What follows belongs to an exercise in optimizing a design on an open flow for small area, a short achievable clock period and few clock cycles; a production flow would make more cautious choices. No functional check of the RTL was part of any run shown here. In every run shown here, the design's own scripts or RTL, not TritonCTS, make the clock network. The flow treats the clock pin as an ideal source. Dropping or thinning the clock tree relies on that and would not hold on a real chip. Power and IR drop assume default switching activity.

### flow/design.v
module MF(
	clk,
	rst_n,
	invalid,
	image_in,
	outvalid,
	image_out
);
input				clk,rst_n,invalid;
input 		[7:0]	image_in;
output	reg 		outvalid;
output	reg [7:0]	image_out;
reg			act;
reg [3:0]	row;
reg [3:0]	col;
reg			hb, hv;		 
wire last = (row == 4'd11);
wire row1_next = act & ((row == 4'd0 & col == 4'd9) | (row == 4'd1 & col != 4'd9));
always @(posedge clk or negedge rst_n) begin
	if (!rst_n) act <= 1'b0;
	else act <= (act & !last) | invalid;
end
always @(posedge clk) begin
	if (act & !last) begin
		col <= (col == 4'd9) ? 4'd0 : col + 4'd1;
		row <= (col == 4'd9) ? row + 4'd1 : row;
	end else begin
		row <= 4'd0; col <= 4'd0;
	end
end
always @(posedge clk or negedge rst_n) begin
	if (!rst_n) hv <= 1'b0;
	else hv <= act & ((row >= 4'd2) | (row == 4'd1 & col != 4'd0));
end
always @(posedge clk) hb <= (col <= 4'd1) | (row == 4'd1) | (row == 4'd10);
always @(posedge clk) outvalid <= hv;
function [1:0] cmp8;
	input [7:0] a, b;
	reg [7:0] g, l;
	reg [3:0] g1, l1;
	reg [1:0] g2, l2;
	integer k;
	begin
		g = a & ~b;
		l = ~a & b;
		for (k = 0; k < 4; k = k + 1) begin
			g1[k] = g[2*k+1] | (~l[2*k+1] & g[2*k]);
			l1[k] = l[2*k+1] | (~g[2*k+1] & l[2*k]);
		end
		for (k = 0; k < 2; k = k + 1) begin
			g2[k] = g1[2*k+1] | (~l1[2*k+1] & g1[2*k]);
			l2[k] = l1[2*k+1] | (~g1[2*k+1] & l1[2*k]);
		end
		cmp8 = {g2[1] | (~l2[1] & g2[0]), l2[1] | (~g2[1] & l2[0])};
	end
endfunction
function [1:0] cmp4;
	input [3:0] a, b;
	reg [3:0] g, l;
	reg [1:0] g1, l1;
	integer k;
	begin
		g = a & ~b;
		l = ~a & b;
		for (k = 0; k < 2; k = k + 1) begin
			g1[k] = g[2*k+1] | (~l[2*k+1] & g[2*k]);
			l1[k] = l[2*k+1] | (~g[2*k+1] & l[2*k]);
		end
		cmp4 = {g1[1] | (~l1[1] & g1[0]), l1[1] | (~g1[1] & l1[0])};
	end
endfunction
function cmp4_lt;	 
	input [3:0] a, b;
	reg [1:0] r;
	begin r = cmp4(a, b); cmp4_lt = r[0]; end
endfunction
function ge8;	 
	input [7:0] a, b;
	reg [1:0] r;
	begin r = cmp8(a, b); ge8 = ~r[0]; end
endfunction
function gt8;	 
	input [7:0] a, b;
	reg [1:0] r;
	begin r = cmp8(a, b); gt8 = r[1]; end
endfunction
reg [7:0]	in_r;
reg [7:0]	lb [1:20];
reg [1:0]	ab_h, ac_h;	 
reg			ab_l, ac_l;	 
reg			bc;
reg			nopix;	 
integer i;
always @(posedge clk) begin
	in_r <= image_in;
	lb[1] <= in_r;
	for (i = 2; i <= 19; i = i + 1) lb[i] <= lb[i-1];
	lb[20] <= lb[19];
	ab_h <= cmp4(image_in[7:4], lb[9][7:4]);
	ab_l <= !cmp4_lt(image_in[3:0], lb[9][3:0]);
	ac_h <= row1_next ? 2'b10 : cmp4(image_in[7:4], lb[19][7:4]);
	ac_l <= !cmp4_lt(image_in[3:0], lb[19][3:0]);
	nopix <= !invalid;
	bc <= row1_next | ge8(lb[9], lb[19]);
end
wire [7:0] a = in_r, b = lb[10], c = lb[20];
wire       ab = ab_h[1] | (!ab_h[0] & ab_l);
wire       ac = ac_h[1] | (!ac_h[0] & ac_l);
wire       ab_a = ab & !nopix, ac_a = ac & !nopix;
wire [7:0] vmax = (ab_a & ac_a) ? a : (!ab_a & bc) ? b : c;
wire [7:0] vmin = (!ab_a & !ac_a) ? a : (ab & !bc) ? b : c;	 
reg [7:0] x0, x1;	 
reg [7:0] n0, n1;	 
reg [7:0] xp, np;	 
reg       gx, gn;	 
reg       hx, hn;	 
wire       psx_d = gx | (col == 4'd1);	 
wire [7:0] px = psx_d ? x0 : x1;
wire       hx_d = gt8(vmax, px) & (col != 4'd0);	 
wire       psn_d = gn;
wire [7:0] pn = psn_d ? n0 : n1;
wire       hn_d = gt8(pn, vmin);
always @(posedge clk) begin
	x0 <= vmax; x1 <= x0; xp <= px;
	n0 <= vmin; n1 <= n0; np <= pn;
	gx <= ge8(vmax, x0); gn <= ge8(n0, vmin);
	hx <= hx_d; hn <= hn_d;
end
wire [7:0] mx = hx ? x0 : xp;
wire [7:0] mn = hb ? 8'd0 : hn ? n0 : np;
wire [8:0] sum = {1'b0, mx} + {1'b0, mn};
always @(posedge clk) image_out <= sum[8:1];
endmodule
### flow/flow/run.sh
#!/bin/bash
set -euo pipefail
KNOBS="SETUP_SLACK_MARGIN=7.2"
bash standard.sh $KNOBS cts > orfs_flow_cts.log 2>&1
R=orfs/results/$FLOW_PLATFORM/MF/base
openroad -no_init -exit -threads "${NUM_CORES:-4}" flow/unroot.tcl > unroot.log 2>&1
bash standard.sh $KNOBS finish > orfs_flow_finish.log 2>&1
### flow/flow/unroot.tcl
# After clock tree synthesis:
#  - then build the two remaining levels from inverters instead of buffers
#    (an inverter is about half a buffer's delay): every register still sees
#    two stages and an even number of inversions, so no register's clock
#    moves against another's.
set odb orfs/results/$::env(FLOW_PLATFORM)/MF/base/4_cts.odb
read_db $odb
set block [ord::get_db_block]
set port_net [[$block findBTerm clk] getNet]

proc out_net {inst} {
  foreach it [$inst getITerms] { if {[$it isOutputSignal]} { return [$it getNet] } }
  return "NULL"
}
proc loads {net} {
  set l {}
  if {$net eq "NULL" || $net eq ""} { return $l }
  foreach it [$net getITerms] { if {[$it isInputSignal]} { lappend l $it } }
  return $l
}

# 1. remove the root buffer
set roots {}
foreach it [$port_net getITerms] { lappend roots [$it getInst] }
if {[llength $roots] != 1} { puts "unroot: clock port drives [llength $roots] cells; left as is"; write_db $odb; exit 0 }
set root [lindex $roots 0]
set rnet [out_net $root]
set rloads [loads $rnet]
if {![string match "sky130_fd_sc_hd__clkbuf_*" [[$root getMaster] getName]] || [llength $rloads] > 4 || [llength [$rnet getBTerms]] > 0} {
  puts "unroot: root not removed"; write_db $odb; exit 0
}
foreach it $rloads { $it disconnect; $it connect $port_net }
puts "unroot: removed [$root getName]; clock port now drives [llength $rloads] buffers"
odb::dbInst_destroy $root
odb::dbNet_destroy $rnet

# 2. the tree must be port -> mid buffers -> leaf buffers -> registers
set mids {}
foreach it [$port_net getITerms] { lappend mids [$it getInst] }
set leaves {}
set ok 1
foreach m $mids {
  if {![string match "sky130_fd_sc_hd__clkbuf_*" [[$m getMaster] getName]]} { set ok 0 }
  foreach it [loads [out_net $m]] {
    set l [$it getInst]
    set ln [out_net $l]
    if {$ln eq "NULL"} continue   ;# a dummy load
    if {![string match "sky130_fd_sc_hd__clkbuf_*" [[$l getMaster] getName]]} { set ok 0; continue }
    lappend leaves $l
    foreach fit [loads $ln] {
      set f [$fit getInst]
      if {[[$f getMaster] getType] ne "CORE" || [string match "*clkbuf*" [[$f getMaster] getName]] || [[$fit getMTerm] getName] ne "CLK"} {
        if {[out_net $f] ne "NULL" && [llength [loads [out_net $f]]] > 0} { set ok 0 }
      }
    }
  }
}
if {!$ok} { puts "unroot: tree is not two buffer levels; buffers kept"; write_db $odb; exit 0 }

proc to_inv {block inst mname} {
  set m [[ord::get_db] findMaster $mname]
  set in_net ""; set o_net ""
  foreach it [$inst getITerms] {
    if {[$it isInputSignal]} { set in_net [$it getNet] }
    if {[$it isOutputSignal]} { set o_net [$it getNet] }
  }
  set name [$inst getName]
  set loc [$inst getLocation]
  odb::dbInst_destroy $inst
  set new [odb::dbInst_create $block $m ${name}_inv]
  $new setLocation [lindex $loc 0] [lindex $loc 1]
  $new setPlacementStatus PLACED
  [$new findITerm A] connect $in_net
  [$new findITerm Y] connect $o_net
}
foreach m $mids { to_inv $block $m sky130_fd_sc_hd__clkinv_16 }
foreach l $leaves { to_inv $block $l sky130_fd_sc_hd__clkinv_8 }
puts "unroot: [llength $mids] mid and [llength $leaves] leaf buffers made inverters"

# the tree's dummy loads (clock buffers that drive nothing) go
foreach inst [$block getInsts] {
  if {![string match "sky130_fd_sc_hd__clkbuf_*" [[$inst getMaster] getName]]} continue
  set o [out_net $inst]
  if {$o ne "NULL" && [llength [loads $o]] > 0} continue
  set inn ""
  foreach it [$inst getITerms] { if {[$it isInputSignal]} { set inn [$it getNet] } }
  if {$inn eq "" || $inn eq "NULL" || [$inn getSigType] ne "CLOCK"} continue
  puts "unroot: removed dummy load [$inst getName]"
  odb::dbInst_destroy $inst
  if {$o ne "NULL"} { odb::dbNet_destroy $o }
}

# 3. the input port buffers: plain small buffers instead of delay cells
set n 0
foreach bt [$block getBTerms] {
  if {[$bt getIoType] ne "INPUT" || [$bt getName] eq "clk"} continue
  foreach it [[$bt getNet] getITerms] {
    set b [$it getInst]
    if {[string match "sky130_fd_sc_hd__*dly*" [[$b getMaster] getName]]} {
      $b swapMaster [[ord::get_db] findMaster sky130_fd_sc_hd__buf_2]
      incr n
    }
  }
}
puts "unroot: $n input port buffers made buf_2"
detailed_placement
check_placement
write_db $odb
### flow/standard.sh
#!/bin/bash
# synth_recipe.tcl (not shown) runs the flow's synth.tcl, then flattens the netlist and writes it again
# the make line also repeats each setting of config.mk as NAME=value (left out here)
make -C /OpenROAD-flow-scripts/flow DESIGN_CONFIG=/design/flow/config.mk WORK_HOME=/design/flow/orfs CLKGATE_MAP_FILE= SYNTH_SCRIPT=/design/flow/synth_recipe.tcl "${@:-finish}"
### flow/config.mk
export PLATFORM = sky130hd
export DESIGN_NAME = MF
export DESIGN_NICKNAME = MF
export VERILOG_FILES = /design/flow/design.v
export SDC_FILE = /design/flow/constraint.sdc
export NUM_CORES = 4
export LEC_CHECK = 0
export ABC_AREA = 1
export CAP_MARGIN = 20
export CORE_MARGIN = 2
export CORE_UTILIZATION = 65
export CTS_BUF_LIST = sky130_fd_sc_hd__clkbuf_16
export CTS_CLUSTER_DIAMETER = 80
export CTS_CLUSTER_SIZE = 30
export SLEW_MARGIN = 20
### flow/constraint.sdc
create_clock -name core_clock -period 10.0 [get_ports {clk}]
set_input_delay 2.0000 -clock core_clock [delete_from_list [all_inputs] [get_ports {clk}]]
set_output_delay 2.0000 -clock core_clock [all_outputs]
set_load 0.01 [all_outputs]
==> impl_metrics.ini, run 1 <==
[cts]
clk_latency_ns = 0.20
cts_setup_buffers = 0
cts_sinks = 248
path_clk_slew_ns = 0.10
hold_buffers = 0

[logic_synthesis]
synth.avg_cell_area_um2 = 9.94
ys_seq_area_share_pct = 64.4
syn_area_um2 = 7720
synth-edff-count = 0
syn_inst = 777
yosysWarnings = 2
yosysUniqueCellTypes = 47
yosysTopAreaCellShare_pct = 63.8
async_reset_ff_share_pct = 0.806
synth-seq-cells = 248
synth_top_cells_by_area = dfxtp_1 (64%), nand2_1 (7.1%), inv_1 (5.0%), nor2_1 (2.9%), ha_1 (2.3%)
synth_nets = 803
yosysTopAreaCell = dfxtp_1
synth_ff_type = dfxtp_1
yosysMostFrequentCell = dfxtp_1
synth_common_cells = dfxtp_1 (246), nand2_1 (146), inv_1 (103)

[pwr]
p_sw_share_pct = 38.1
intPower_mw = 1.54
pwr-share-clk_pct = 15.4
powerDensity_nw_per_um2 = 306
power_switching_mw = 0.950
seq_power_share_pct = 51.4
ir_worst_vdd_uv = 214
comb_power_share_pct = 33.2
total_power_mw = 2.49
p_leak_nw = 3.86

[drt]
dr.pass1.iters = 16
first_iter_violations = 322
vias = 4918
ant_nets = 0
via_per_inst = 5.21
drc = 0
wl_mm = 13.7
wl_per_cell_um = 14.5

[worst_hold_path]
hold_end = lb[5][4]
hold_depth = 0
hp-start = lb[4][4]
hp-class = reg -> reg

[final_layout]
area_growth_syn_to_layout_pct = 5.60
fill_cells = 855
drive_gt1_share_pct = 11.0
n_antenna_cell = 0
fin_nets = 826

[setup_path]
cpPeakStageDelay_ns = 0.33
r2r_setup_slack_ns = 7.39
path_cells = buf_2
start_kind = register
critPathKind = reg -> out
cp.arrival_ns = 0.64
reg2regPathDepth = 7
cp-end-kind = output port
r2r_start = hx
cp_max_fo = 1
critPathSlowestCell = dfxtp_1
r2r_end = image_out[7]
required_ns = 8.00
crit_family = flip-flops
path_depth = 1
critPathBufInv = 1

[floorplanning]
die-area_um2 = 12800
io_pins = 20
die_width_um = 113
start_util_pct = 67.1
core_um2 = 11500
row_count = 39
die_h_um = 113

[placement]
dp_hpwl_mm = 10.0
place_ws_ns = 6.76
gp_congestion = 0.880
port_buffers = 19

[sta]
fin_setup_tns_ns = 0
clock-skew-final_ns = 0.0202
slew_violations = 0
setup_violations = 0
post-route-min-period_ns = 2.64
fin_ws_ns = 7.36
max_freq_ghz = 0.378
max_slew.worst_pin.slew_ns = 0.636
layout_worst_path_cycle_share_pct = 26.4
slew_headroom_pct = 57.2
hold_viol_final = 0
rsz0062_at_grt = false

[global_routing]
grt_util_all_layers_pct = 22.2
grt_max_degree = 31
grt_use_met2_pct = 38.3
busiest_layer = met2
antenna_found_initial = 0
met3_usage_pct = 3.11
first_global_vias = 4873
grt_pass1_wl_mm = 22.8
grt_util_met1_pct = 28.8
grt-ovfl-total = 0

[run_status]
outcome = timing/DRC/antenna clean

[run]
maxCapViolCount = 0
-- power by group through the flow --
stage / registers, mW / logic [mW] / clock network [mW]
2_1_floorplan: 1.26 / 0.673 / 0
3_3_place_gp: 1.29 / 0.808 / 0
3_5_place_dp: 1.30 / 0.840 / 0
4_1_cts: 1.28 / 0.829 / 0.543
5_1_grt: 1.30 / 0.955 / 0.426
6_report: 1.28 / 0.827 / 0.385
-- through the flow --
step / utilization, % / area, µm² / instances / hold slack, ns
after CTS: 72.3 / 8320 / 946 / 0.328
final: 70.8 / 8160 / 944 / 0.324
after detailed placement: 69.6 / 8010 / 930 / 0.312
after global routing: 70.8 / 8160 / 944 / 0.332
after global placement: 69.6 / 8010 / 930 / 0.310
after floorplan: - / 7720 / 777 / 0.310
-- worst max-delay path by stage --
| stage | startpoint | end | slack, ns |
|---|---|---|---|
| floorplan | image_in[4] | ac_h[1] | 7.43 |
| global route | hx | image_out[7] | 7.22 |
| finish | outvalid | outvalid | 7.36 |
| detailed placement | image_in[4] | ac_h[1] | 6.76 |
| global placement | image_in[4] | ac_h[1] | 6.86 |
| CTS | image_out[0] | image_out[0] | 7.07 |
-- metal layers --
layer | routed length (µm) | share of wire, %
met1 | 6070 | 44
met2 | 6570 | 48
met3 | 619 | 4.5
met4 | 465 | 3.4
met5 | 0 | 0
-- layout by cell type, fill, tap and decap left out, drive strengths merged, types with 7 or more instances in the layout --
cell type and n:
nand3 38, dfxtp 246, nor3 7, o21ai 41, buf 19, inv 109, o211ai 8, ha 14
a21oi 32, clkinv 11, nand2 169, nor2 62
-- registers in the layout, summed over array words and instances, names as in the netlist, 2 cells and up --
name and flops:
lb 160, image_out 8, in_r 8, n0 8
n1 8, np 8, x0 8, x1 8
xp 8, col 4, row 4, ab_h 2
ac_h 2
-- timing repair --
item | 4_1_cts | 5_1_grt
pin swaps | 0 | 0
endpoints found under the setup margin | 9 | 2
resized for setup | 36 | 2
-- layout make-up --
cell class / count / area [µm²] / area share (%)
Sequential cell: 248 / 4980 / 61.0
Timing Repair Buffer: 19 / 95.1 / 1.17
Clock inverter: 3 / 26.3 / 0.322
Multi-Input combinational cell: 414 / 2280 / 27.9
Inverter: 117 / 604 / 7.41
Tap cell: 143 / 179 / 2.19
-- kinds of logic after synthesis --
family / Yosys count / synth area share, %
buffers and inverters: 115 / 6.19
XOR/XNOR: 7 / 0.794
AND/OR/NAND/NOR: 286 / 17.4
AO/OA/AOI/OAI: 106 / 8.68
flip-flops: 248 / 64.4
adder cells (fa/ha/maj): 15 / 2.53
==> run 2, diff against run 1 <==
--- a/flow/config.mk
+++ b/flow/config.mk
@@ -7,3 +7,3 @@
 export LEC_CHECK = 0
-export ABC_AREA = 1
+export ABC_AREA = 0
 export CAP_MARGIN = 20
==> run 2 against run 1 <==
  * Sequential power about the same
  * Worst hold slack worse by 0.017 ns
  * Fmax down 17%
  * Worst setup slack worse by 0.54 ns
  * Combinational power down 18%
  * Cell area up 0.28%
  * Register-to-register slack worse by 0.13 ns
  * Clock skew up 0.0032 ns
  * Clock power about the same
  * Critical path type is now in -> reg
  * Critical endpoint is now ab_l
  * Largest power group unchanged
==> impl_metrics.ini, run 2 <==
[cts]
cts_sinks = 248
path_clk_slew_ns = 0.10
clk_latency_ns = 0.20
hold_buffers = 0

[final_layout]
layout_commonest_cell = dfxtp_1
drive_gt1_share_pct = 21.5
n_antenna_cell = 0
largest_register_ffs = 160
final_area_um2 = 8180
layout_common_cells = dfxtp_1 (238), inv_1 (50), nor2_1 (27)
regMostFlops = lb
fin_nets = 647
area_growth_syn_to_layout_pct = 11.8

[setup_path]
cp_max_fo = 2
critPathKind = in -> reg
r2r_setup_slack_ns = 7.26
cp.arrival_ns = 3.26
cpPeakStageDelay_ns = 0.33
path_cells = buf_8 > or2b_1 > maj3_2 > maj3_2 > maj3_2
reg2regPathDepth = 9
cpMostUsedCell = maj3_2
cp-end-kind = register
r2r_start = lb[19][0]
r2r_end = bc
required_ns = 10.07
critPathSlowestCell = maj3_2
start_kind = input pin

[worst_hold_path]
hold_depth = 0
hp-class = reg -> reg
hp-start = lb[4][6]
hold_end = lb[5][6]

[pwr]
comb_power_share_pct = 29.1
seq_power_share_pct = 54.5
power_switching_mw = 0.768
pwr-share-clk_pct = 16.4
powerDensity_nw_per_um2 = 286
p_sw_share_pct = 32.9
intPower_mw = 1.57
ir_worst_vdd_uv = 180
p_leak_nw = 3.51

[logic_synthesis]
async_reset_ff_share_pct = 0.806
syn_inst = 576
synth_top_cells_by_area = dfxtp_1 (67%), mux2_2 (3.1%), mux2i_1 (3.0%), maj3_1 (2.9%), inv_1 (2.6%)
yosysUniqueCellTypes = 62
yosysTopAreaCell = dfxtp_1
synth_common_cells = dfxtp_1 (246), inv_1 (50), nor2_1 (29)
synth-seq-cells = 248
ys_seq_area_share_pct = 68.0
yosysTopAreaCellShare_pct = 67.3
synth-edff-count = 0
syn_area_um2 = 7320
synth_ff_type = dfxtp_1
synth.avg_cell_area_um2 = 12.7
synth_nets = 602
yosysWarnings = 2
yosysMostFrequentCell = dfxtp_1

[drt]
drc = 0
ant_nets = 0
first_iter_violations = 241
wl_per_cell_um = 16.9
vias = 4062
wl_mm = 12.9
dr.pass1.iters = 4
via_per_inst = 5.32

[global_routing]
grt_max_degree = 32
grt_util_all_layers_pct = 21.4
grt-ovfl-total = 0
met3_usage_pct = 3.29
grt_util_met1_pct = 27.3
busiest_layer = met2
grt_use_met2_pct = 37.0
grt_pass1_wl_mm = 19.9
antenna_found_initial = 1
first_global_vias = 4069

[sta]
fin_setup_tns_ns = 0
clock-skew-final_ns = 0.0234
fin_ws_ns = 6.82
slew_headroom_pct = 55.2
slew_violations = 0
rsz0062_at_grt = true
max_slew.worst_pin.slew_ns = 0.653
hold_viol_final = 0
setup_violations = 0
layout_worst_path_cycle_share_pct = 31.8
post-route-min-period_ns = 3.18
max_freq_ghz = 0.314

[placement]
dp_hpwl_mm = 8.34
place_ws_ns = 6.20
port_buffers = 19
place_area_um2 = 7690
gp_congestion = 0.870

[floorplanning]
io_pins = 20
die_width_um = 110
row_count = 38
core_um2 = 10900
die-area_um2 = 12100
die_h_um = 110
start_util_pct = 67.2

[run]
maxCapViolCount = 0

[run_status]
outcome = timing/DRC/antenna clean
[run 2: changes by cell type after synthesis, moves of 8 or more]
cell,delta
nor2_1,-31
mux2_2,+20
nand2_2,-14
inv_1,-53
maj3_1,+21
nand2_1,-129
maj3_2,+11
a21oi_1,-12
nand3_1,-29
o21ai_2,-8
nand2b_1,+10
mux2i_1,+22
[run 2: kinds of logic after synthesis]
family / Yosys count / synth area share [%]
DFF: 248 / 68.0
adders and majority gates: 47 / 7.23
AOI/OAI and AO/OA: 85 / 8.31
buffers and inverters: 56 / 2.89
xor gates and xnor gates: 11 / 1.32
muxes: 43 / 6.28
and+or+nand+nor: 86 / 5.97
[run 2: what timing repair did]
action                                  in CTS  in global routing
endpoints found under the setup margin      18                 12
buffers inserted                             3                 16
resized for setup                           69                 40
pin swaps                                    5                 15
[run 2: cell type report]
type | count | area [µm²]
inverters | 61 | 398
fillers | 675 | 2710
well taps | 140 | 175
multi-input cells | 272 | 2300
flip-flops and latches | 248 | 4990
repair buffers | 38 | 288
clock inverters | 4 | 31.3
[run 2: worst max-delay path by stage]
stage                          end  slack [ns]  depth (start not counted)         from
after CTS                 outvalid        6.98                          1     outvalid
final                         ab_l        6.82                          5  image_in[0]
after global placement        ab_l        6.25                          5  image_in[0]
after floorplan               ab_l        6.78                          4  image_in[0]
after global routing          ab_l        6.81                          5  image_in[0]
after detailed placement   ac_h[0]        6.20                          6  image_in[4]
[run 2: power by group through the flow]
stage | sequential, mW | combinational [mW] | clock, mW
finish | 1.27 | 0.679 | 0.383
global route | 1.30 | 0.760 | 0.427
CTS | 1.27 | 0.638 | 0.542
detailed placement | 1.28 | 0.640 | 0
global placement | 1.28 | 0.617 | 0
floorplan | 1.24 | 0.510 | 0
[run 2: metrics by stage]
step | hold WS (ns) | util [%] | power (mW) | instances
CTS | 0.314 | 74.3 | 2.45 | 749
floorplan | 0.310 | - | 1.75 | 576
detailed placement | 0.312 | 70.7 | 1.92 | 729
finish | 0.307 | 75.1 | 2.34 | 763
global route | 0.313 | 75.1 | 2.48 | 763
global placement | 0.310 | 70.7 | 1.89 | 729
[run 2: routing by layer]
metal  up-vias  routed length, µm
met4         2                294
met3        25                443
met1      1935               5810
li1       2032                  -
met2        68               6350
met5         -                 13
[run 2: worst max-delay path: cells and delay by family]
family	cells	cell delay, ns
and+or+nand+nor	1	0.22
adders and majority gates	3	0.95
buffers and inverters	1	0.09

-- re-timing with driven ports --
In the flow no input, the clock included, has a driving cell. The finished layouts below were timed again as built, in two steps. Step 1 (the two cells are an assumption about what drives the block):
set clk [get_ports {clk}]
set_driving_cell -lib_cell sky130_fd_sc_hd__clkbuf_16 $clk
set_driving_cell -lib_cell sky130_fd_sc_hd__buf_2 [delete_from_list [all_inputs] $clk]
Step 2, shift: input delay + t, output delay - t, t = (earliest + latest rising clock arrival at the registers) / 2. This alone moves slack from input paths to output paths. a / b / c = ideal / step 1 / step 2; a / b = the first two.
run	shift t [ns]	setup slack, ns	worst setup path at the end
run 1	0.304	7.355 / 7.239 / 7.159	input to register
run 2	0.305	6.817 / 6.882 / 6.576	input to register
After both steps every run listed still meets setup and hold. For run 2, which loses most, drivers alone change the setup slack by +0.065 ns; drivers and shift together by -0.241 ns.
